Context: an optimization exercise on an open-source flow, tuned for small area. The choices shown serve that exercise and are no tape-out recipe. Only simulation tests tie the RTL to the original design; equivalence was not proved. Power is estimated from default activity; no workload was simulated.

<file path="design/flow/run.sh">
#!/bin/bash
# synth_recipe.tcl (not shown) runs the flow's synth.tcl, then flattens the netlist and writes it again
# the make line also repeats each setting of config.mk as NAME=value (left out here)
make -C /OpenROAD-flow-scripts/flow DESIGN_CONFIG=/design/flow/config.mk WORK_HOME=/design/flow/orfs CLKGATE_MAP_FILE= SYNTH_SCRIPT=/design/flow/synth_recipe.tcl finish
</file>
<file path="design/flow/config.mk">
export PLATFORM = sky130hd
export DESIGN_NAME = ALU_top
export DESIGN_NICKNAME = ALU_top
export VERILOG_FILES = /design/flow/design.v
export SDC_FILE = /design/flow/constraint.sdc
export NUM_CORES = 4
export LEC_CHECK = 0
export CAP_MARGIN = 20
export CORE_MARGIN = 2
export CORE_UTILIZATION = 45
export SLEW_MARGIN = 20
</file>
<file path="design/flow/constraint.sdc">
create_clock -name core_clock -period 4.5 [get_ports {clk}]
set_input_delay 0.9000 -clock core_clock [delete_from_list [all_inputs] [get_ports {clk}]]
set_output_delay 0.9000 -clock core_clock [all_outputs]
set_load 0.01 [all_outputs]
</file>
<file path="design/flow/design.v">
module ALU_top (
    input  wire        clk,
    input  wire [31:0] operand1,
    input  wire [31:0] operand2,
    input  wire [2:0]  opcode,
    input  wire        is_signed,
    output reg  [31:0] alu_res
);
    reg [31:0] op1_q, op2_q;
    reg [2:0]  opc_q;
    reg        sgn_q;
    wire [31:0] res;
    always @(posedge clk) begin
        op1_q   <= operand1;
        op2_q   <= operand2;
        opc_q   <= opcode;
        sgn_q   <= is_signed;
        alu_res <= res;
    end
    ALU u_alu (
        .operand1(op1_q),
        .operand2(op2_q),
        .alu_res(res),
        .opcode(opc_q),
        .is_signed(sgn_q)
    );
endmodule

`timescale 1ns / 1ps
module ALU (
    input wire [31:0] operand1,
    input wire [31:0] operand2,
    output reg [31:0] alu_res,
    input wire [2:0] opcode,
    input wire is_signed
);
always@(*) begin
    case(opcode)
        3'b000: begin 
            if(is_signed==1)  alu_res = operand1 + operand2;  
            else alu_res = operand1 - operand2;  
            end
        3'b010: alu_res = $signed(operand1) < $signed(operand2) ? 1:0;  
        3'b011: alu_res = operand1 < operand2 ? 1:0;  
        3'b100: alu_res = operand1 ^ operand2;  
        3'b110: alu_res = operand1 | operand2;  
        3'b111: alu_res = operand1 & operand2;  
        3'b001: alu_res = operand1 << operand2;  
        3'b101: begin  
            if (is_signed == 1) begin
                alu_res = $signed(operand1) >> operand2;  
            end
            else alu_res = operand1 >> operand2;
            end
    endcase
end
endmodule
</file>
==> results of run 1 <==
## power groups by stage
stage	sequential [mW]	combinational, mW	clock, mW
floorplan	1.03	0.676	0
global placement	1.04	1.04	0
detailed placement	1.04	1.04	0
CTS	1.02	1.04	0.845
global route	1.03	1.16	0.878
finish	1.02	1.06	0.819
## worst max-delay path, delay by kind of cell, from the launching register on
family                 cells  cell delay [ns]
buffers and inverters      2             0.47
multiplexers               1             0.16
AND/OR/NAND/NOR            4             1.30
AO/OA/AOI/OAI              3             1.14
flip-flops                 1             0.36
## synthesized netlist by cell type, types with 27 or more instances
library cell	number
clkbuf_1	66
nand2_1	140
a21oi_1	114
o21ai_0	150
dfxtp_1	100
mux2i_1	50
nand3_1	32
inv_1	89
ha_1	96
a211oi_1	27
nor3_1	43
nor2_1	150
## routing by layer
layer / global-route usage, % / vias up / share of wire (%)
li1: - / 5223 / -
met1: 45.11 / 5183 / 43
met3: 5.871 / 97 / 7.8
met2: 53.14 / 536 / 44
met4: 16.99 / 0 / 5.5
met5: 0 / - / 0
## path summary, 6_finish.rpt
kind / start / to / slack, ns
max: op2_q[14] / alu_res[16] / 0.99
min: op2_q[5] / alu_res[28] / 0.75
max reg2reg: op2_q[14] / alu_res[16] / 0.99
min reg2reg: op2_q[5] / alu_res[28] / 0.75
## state kept, by name (all words and copies together), names as in the netlist
signal   flops
alu_res     32
op1_q       32
op2_q       32
opc_q        3
sgn_q        1
## metrics by stage
step	utilization (%)	worst slack (ns)	cells	power, mW	hold WS [ns]
after floorplan	-	0.8551	1424	1.702	0.7220
after global placement	51.33	1.015	1743	2.085	0.6960
after detailed placement	51.33	1.064	1743	2.079	0.7109
after CTS	52.64	1.052	1759	2.911	0.7304
after global routing	52.64	0.6638	1759	3.065	0.7745
final	52.64	0.9943	1759	2.906	0.7513
## final cells by class
type / count / area, sq um
flip-flops and latches: 100 / 2012
clock buffers: 12 / 266.5
clock inverters: 4 / 31.28
well taps: 285 / 356.6
fillers: 2244 / 10750
repair buffers: 145 / 1351
multi-input cells: 1120 / 7589
inverters: 93 / 349.1
## kinds of logic (layout without fill, tap and decap cells)
kind of cell | count (synthesis) | count (layout) | synth area share (%)
buffers and inverters | 204 | 254 | 8.130
adder cells (fa/ha/maj) | 98 | 98 | 11.90
flip-flops | 100 | 100 | 19.19
AO/OA/AOI/OAI | 465 | 465 | 28.59
XOR/XNOR | 26 | 26 | 2.183
multiplexers | 88 | 88 | 11.06
AND/OR/NAND/NOR | 443 | 443 | 18.96
==> flow_summary_export.csv, run 1 <==
group,metric,value,unit
status,outcome,"no timing/DRC/antenna violations",
worst_setup_path,cp_cell_sequence,"nor4_1 > nand3_1 > buf_4 > or2_1 > buf_4 > a211oi_1 > mux2i_1 > nand2b_1 > a221oi_1 > a221o_1",
global_routing,grt_pass1_wl,63030,um
finish,syn_to_final_growth,14.58,%
floorplan,ios,101,
logic_synthesis,synth_ff_type,"dfxtp_1",
worst_setup_path,crit_path_end_kind,"flop",
logic_synthesis,synth.largest_area_cell,"dfxtp_1",
cts,root_buffer,"clkbuf_16",
cts,clkLatencyLatePin,0.36,ns
timing,slew-limit-headroom,38.16,%
route,drcViolationCount,0,
logic_synthesis,seq_area_frac_synth,19.19,%
cts,clk_path_buf_depth,2,
timing,finalClockSkew,0.01174,ns
logic_synthesis,netlist_area,10430,sq um
worst_setup_path,max_stage_delay,0.62,ns
worst_setup_path,critical_path_class,"flop to flop",
min_path,worstHoldPathCells,3,
worst_setup_path,crit_path_frequent_cell,"buf_4",
timing,worstMarginPinSlew,0.9236,ns
worst_setup_path,cp_slowest_cell,"nor4_1",
pwr,p_clk_share,28.2,%
timing,fin_crit,3.506,ns
logic_synthesis,synth.distinct_cells,73,
timing,rsz0062_at_grt,"no",
cts,numCtsBuffers,9,
route,wl,41620,um
route,antenna_left,0,
cts,ctsResizeCount,0,
route,drt_pass1_iterations,6,
finish,final_cell_mix,"nor2_1 (150), o21ai_0 (150), nand2_1 (140)",
pwr,pwr-share-comb,36.6,%
logic_synthesis,synthTopCellsByArea,"dfxtp_1 (19%), ha_1 (12%), o21ai_0 (7.2%)",
logic_synthesis,synth_edf_count,0,
logic_synthesis,yosysWarnings,2,
cts,cts_tree,"yes",
cts,ctsHtreeMaxLevel,3,
place,gp_congestion,0.9733,
route,via_per_inst,6.276,
global_routing,gr-usage-all-layers,33.97,%
worst_setup_path,crit_path_max_fanout,23,
timing,max_freq,285.2,MHz
worst_setup_path,startpoint_type,"flop",
timing,hold_viol,0,
pwr,switching_share,37.60,%
timing,period_share,77.90,%
logic_synthesis,synth_async_sr_flop_share,0,%
floorplan,die_area,24420,sq um
cts,cts_post_setup_buffers_inserted,0,
timing,setup_viol,0,
global_routing,grt_antenna_before_repair,2,
route,wl_per_cell,23.66,um
timing,slew_violations,0,
place,io_buffers,100,
min_path,hold_path_class,"flop to flop",
pwr,power_switching,1.093,mW
finish,antenna_cells,0,
finish,stdcell_area,11960,sq um
floorplan,die_x,156.3,um
global_routing,grt_pass1_vias,10283,
run,drv_cap,0,
logic_synthesis,synth-seq-cells,100,
pwr,p_leak,4.943,nW
place,place_area,11660,sq um
pwr,power_frac_seq,35.2,%
finish,drive_gt1_share,8.005,%
worst_setup_path,critPathArrivalTime,3.81,ns
route,drtIter0Drc,1365,
global_routing,grt_overflow,0,
finish,num-nets-final,1636,
pwr,p_int,1.813,mW
floorplan,fp-row-count,55,
logic_synthesis,syn_area_per_cell,7.327,sq um
place,dpl.hpwl,32210,um
cts,clock-sinks,100,
logic_synthesis,yosys.area.top_type_share,19.19,%
floorplan,start_util,45.94,%
logic_synthesis,syn_nets,1591,
pwr,power.density,243.1,nW/um^2
cts,postCtsHoldBufs,0,
floorplan,core-area,22710,sq um
cts,clk_pin_slew_worst_paths,0.08,ns
worst_setup_path,cp_data_required_time,4.81,ns
route,vias,11039,
global_routing,grt_max_degree,83,
timing,fin_setup_tns,0,ns
worst_setup_path,r2r_cells,10,
pwr,vdd_drop_max,0.0001977,V
floorplan,die_h,156.3,um
logic_synthesis,synthCells,1424,
==> run 2: changes to the inputs <==
==> design/flow/design.v (replaced) <==
module ALU_top (
    input  wire        clk,
    input  wire [31:0] operand1,
    input  wire [31:0] operand2,
    input  wire [2:0]  opcode,
    input  wire        is_signed,
    output reg  [31:0] alu_res
);
    reg [31:0] op1_q, op2_q;
    reg [2:0]  opc_q;
    reg        sgn_q;
    wire [31:0] res;
    always @(posedge clk) begin
        op1_q   <= operand1;
        op2_q   <= operand2;
        opc_q   <= opcode;
        sgn_q   <= is_signed;
        alu_res <= res;
    end
    ALU u_alu (
        .operand1(op1_q),
        .operand2(op2_q),
        .alu_res(res),
        .opcode(opc_q),
        .is_signed(sgn_q)
    );
endmodule

module ALU (
    input wire [31:0] operand1,
    input wire [31:0] operand2,
    output reg [31:0] alu_res,
    input wire [2:0] opcode,
    input wire is_signed
);
    wire [31:0] a = operand1;
    wire [31:0] b = operand2;
    wire        sub = ~opcode[2] & (opcode[1] | ~is_signed);
    wire [31:0] bx  = b ^ {32{sub}};
    wire [31:0] p   = a ^ bx;
    wire [31:0] g   = a & bx;
    reg  [31:0] G1, P1;
    reg  [32:0] c;
    integer i, l, s;
    reg [31:0] Gt, Pt;
    always @(*) begin
        Gt = g; Pt = p;
        Gt[0] = g[0] | (p[0] & sub);
        for (l = 1; l < 32; l = l * 2)
            for (i = 2*l - 1; i < 32; i = i + 2*l) begin
                Gt[i] = Gt[i] | (Pt[i] & Gt[i-l]);
                Pt[i] = Pt[i] & Pt[i-l];
            end
        for (l = 8; l >= 1; l = l / 2)
            for (i = 3*l - 1; i < 32; i = i + 2*l) begin
                Gt[i] = Gt[i] | (Pt[i] & Gt[i-l]);
                Pt[i] = Pt[i] & Pt[i-l];
            end
        c[0] = sub;
        for (i = 0; i < 32; i = i + 1) c[i+1] = Gt[i];
    end
    wire [31:0] sum = p ^ c[31:0];
    wire        ltu = ~c[32];
    wire        lt  = ltu ^ (~opcode[0] & (a[31] ^ b[31]));
    wire        big = |b[31:5];
    reg  [31:0] r0, r1, r2, r3, r4, r5;
    always @(*) begin
        for (i = 0; i < 32; i = i + 1) r0[i] = opcode[2] ? a[i] : a[31-i];
        r1 = b[0] ? {1'b0,  r0[31:1]}  : r0;
        r2 = b[1] ? {2'b0,  r1[31:2]}  : r1;
        r3 = b[2] ? {4'b0,  r2[31:4]}  : r2;
        r4 = b[3] ? {8'b0,  r3[31:8]}  : r3;
        r5 = b[4] ? {16'b0, r4[31:16]} : r4;
    end
    always @(*) begin
        for (i = 0; i < 32; i = i + 1) begin
            case (opcode)
                3'b000: alu_res[i] = sum[i];
                3'b001: alu_res[i] = ~big & r5[31-i];
                3'b010, 3'b011: alu_res[i] = (i == 0) ? lt : 1'b0;
                3'b100: alu_res[i] = p[i];
                3'b101: alu_res[i] = ~big & r5[i];
                3'b110: alu_res[i] = p[i] | g[i];
                default: alu_res[i] = g[i];
            endcase
        end
    end
endmodule
--- a/design/flow/config.mk
+++ b/design/flow/config.mk
@@ -6,4 +6,5 @@
 export NUM_CORES = 4
 export LEC_CHECK = 0
+export ABC_AREA = 1
 export CAP_MARGIN = 20
 export CORE_MARGIN = 2
==> flow_summary_export.csv, run 2 <==
group,metric,value,unit
timing,fin_setup_tns,0,ns
global_routing,grt_max_degree,50,
route,drtIter0Drc,833,
floorplan,fp-row-count,48,
route,met1Wirelength,11780,um
logic_synthesis,yosysMostFrequentCell,"nand2_1",
logic_synthesis,syn_nets,1331,
min_path,min_to,"alu_res[13]",
floorplan,die_h,137.5,um
worst_setup_path,critical_path_class,"flop to flop",
global_routing,grt_pass1_wl,41790,um
logic_synthesis,synthCells,1182,
worst_setup_path,critPathArrivalTime,4.23,ns
finish,largestRegisters,"alu_res x32, op1_q x32, op2_q x32",
logic_synthesis,synthTopCellsByArea,"dfxtp_1 (25%), nand3_1 (15%), nand2_1 (13%)",
finish,final_common_cell,"nand2_1",
route,vias,8145,
cts,root_buffer,"clkbuf_16",
worst_setup_path,crit_path_end_kind,"flop",
floorplan,ios,101,
route,wl_per_cell,18.45,um
cts,ctsResizeCount,0,
logic_synthesis,seq_area_frac_synth,24.97,%
finish,final_cell_mix,"nand2_1 (278), nand3_1 (233), inv_1 (119)",
min_path,worstHoldPathCells,3,
route,antenna_left,0,
worst_setup_path,r2r_cells,24,
route,maxUsedRoutingLayer,"met5",
logic_synthesis,synthTopCellsByCount,"nand2_1 (278), nand3_1 (233), inv_1 (119), dfxtp_1 (100), nor2_1 (91)",
min_path,hp-start,"op1_q[13]",
cts,cts_tree,"yes",
worst_setup_path,cp_data_required_time,4.74,ns
route,wl_met2,11880,um
floorplan,die_x,137.5,um
worst_setup_path,crit_path_frequent_cell,"nand2_1",
logic_synthesis,synth.largest_area_cell,"dfxtp_1",
logic_synthesis,synth_edf_count,0,
worst_setup_path,crit_path_max_fanout,24,
pwr,vdd_drop_max,0.0001919,V
logic_synthesis,yosys.area.top_type_share,24.97,%
place,dpl.hpwl,20810,um
logic_synthesis,syn_area_per_cell,6.782,sq um
run,drv_cap,0,
min_path,hold_path_class,"flop to flop",
route,met3_length,2192,um
finish,post-route-util,53.99,%
global_routing,grt_overflow,0,
timing,max_freq,250.2,MHz
timing,setup_viol,0,
place,io_buffers,100,
global_routing,grt_antenna_before_repair,2,
finish,antenna_cells,0,
cts,cts_post_setup_buffers_inserted,0,
finish,drive_gt1_share,7.171,%
cts,ctsHtreeMaxLevel,3,
worst_setup_path,cp_cell_sequence,"inv_1 > a21oi_4 > buf_12 > xor2_1 > inv_1 > ha_1 > nand2_1 > nor2_1 > nand3_1 > nand3_1 > nand2_1 > nand2_1 > nand2_1 > nand3_1 > inv_1 > o21bai_1 > a21oi_1 > fa_1 > nor2_1 > a21oi_1 > o21ai_0 > o211ai_1 > a31oi_1 > a22oi_2",
timing,rsz0062_at_grt,"no",
timing,slew_violations,0,
logic_synthesis,synth_ff_type,"dfxtp_1",
floorplan,start_util,46.19,%
timing,timing.final.ws_setup,0.5035,ns
finish,instances_no_fill,1480,
cts,clock-sinks,100,
status,outcome,"no timing/DRC/antenna violations",
worst_setup_path,cp_slowest_cell,"fa_1",
route,drt_pass1_iterations,6,
cts,clk_pin_slew_worst_paths,0.07,ns
global_routing,grt_pass1_vias,7505,
pwr,p_leak,4.540,nW
logic_synthesis,netlist_area,8016,sq um
timing,slew-limit-headroom,32.77,%
logic_synthesis,synth.distinct_cells,49,
timing,finalClockSkew,0.007376,ns
worst_setup_path,startpoint_type,"flop",
pwr,power,2.729,mW
place,placed_cells,1465,
cts,clk_path_buf_depth,2,
global_routing,gr-usage-all-layers,29.92,%
timing,fin_crit,3.997,ns
worst_setup_path,max_stage_delay,0.36,ns
finish,syn_to_final_growth,16.89,%
route,wl,27310,um
pwr,power.density,291.2,nW/um^2
worst_setup_path,rr_endpoint,"alu_res[31]",
floorplan,die_area,18900,sq um
worst_setup_path,crit-reg2reg-launch,"opc_q[1]",
timing,period_share,88.81,%
place,place_ws,0.5563,ns
cts,postCtsHoldBufs,0,
logic_synthesis,synth_async_sr_flop_share,0,%
floorplan,core-area,17360,sq um
route,via_per_inst,5.503,
logic_synthesis,synth-seq-cells,100,
route,drcViolationCount,0,
place,gp_congestion,1.002,
logic_synthesis,yosysWarnings,2,
timing,worstMarginPinSlew,1.007,ns
timing,hold_viol,0,
worst_setup_path,r2r_slack,0.50,ns
cts,numCtsBuffers,9,
finish,num-nets-final,1400,
cts,clkLatencyLatePin,0.36,ns
## run 2: layout make-up
| cell class | count | area, sq um |
|---|---|---|
| clock buffers | 9 | 225.2 |
| clock inverters | 6 | 83.83 |
| fillers | 1744 | 7986 |
| inverters | 127 | 486.7 |
| multi-input cells | 897 | 5156 |
| flip-flops and latches | 100 | 2003 |
| well taps | 225 | 281.5 |
| repair buffers | 116 | 1134 |
## run 2: kinds of logic (layout without fill, tap and decap cells)
logic type / count (synthesis) / count (layout) / synth area share (%)
buffers and inverters: 185 / 258 / 10.79
AO/OA/AOI/OAI: 113 / 113 / 8.616
AND/OR/NAND/NOR: 672 / 672 / 38.15
XOR/XNOR: 32 / 32 / 3.496
adder cells (fa/ha/maj): 80 / 80 / 13.98
flip-flops: 100 / 100 / 24.97
## run 2: power by group
group          internal [mW]  total [mW]  switching (mW)
clock                  0.441       0.816           0.375
sequential             0.957        1.02          0.0621
combinational          0.369       0.894           0.525
## run 2: worst max path at each step
stage,end,from
finish,alu_res[31],opc_q[1]
global route,alu_res[31],opc_q[1]
CTS,alu_res[31],opc_q[1]
detailed placement,alu_res[31],opc_q[1]
global placement,alu_res[31],opc_q[1]
floorplan,alu_res[29],opc_q[2]
## run 2: metal layers
layer | up-vias | track usage (%)
met5 | - | 0
met4 | 4 | 15.46
met3 | 88 | 5.592
met2 | 372 | 45.91
met1 | 3692 | 39.96
li1 | 3989 | -
## run 2: metrics by stage
stage / hold slack (ns) / cell area (sq um)
5_1_grt: 0.7815 / 9370
3_3_place_gp: 0.7597 / 9061
3_5_place_dp: 0.7463 / 9061
6_report: 0.7751 / 9370
4_1_cts: 0.7653 / 9370
2_1_floorplan: 0.6477 / 8016
## run 2: worst max-delay path, delay by kind of cell (launching register included)
kind	cells	cell delay, ns
AND/OR/NAND/NOR	9	1.08
XOR/XNOR	1	0.29
buffers and inverters	4	0.48
flip-flops	1	0.33
adder cells (fa/ha/maj)	2	0.65
AO/OA/AOI/OAI	8	1.00

re-timing with driven ports:
The flow's constraints put no driver on any port. The routed layouts listed below were extracted and timed again, unchanged, in two steps. Step 1 assumes that a clkbuf_16 drives the clock port and a buf_2 every other input. Step 2 times the ports against the registers' clock, not the clock port: input delays grow and output delays shrink by t, the midpoint of the rising clock arrivals with the driver on. Slacks: ideal ports / drivers / drivers and shift; pairs: ideal ports / drivers.
run | t, ns | slack for setup (ns) | clock arrival spread, ns | worst register clock-pin slew, ns | worst data-port slew with drivers (ns)
run 1 | 0.401 | 0.994 / 0.994 / 0.994 | 0.012 / 0.012 | 0.08 / 0.08 | 0.04
run 2 | 0.405 | 0.503 / 0.503 / 0.503 | 0.007 / 0.008 | 0.07 / 0.07 | 0.06
After both steps every run listed still meets setup and hold.
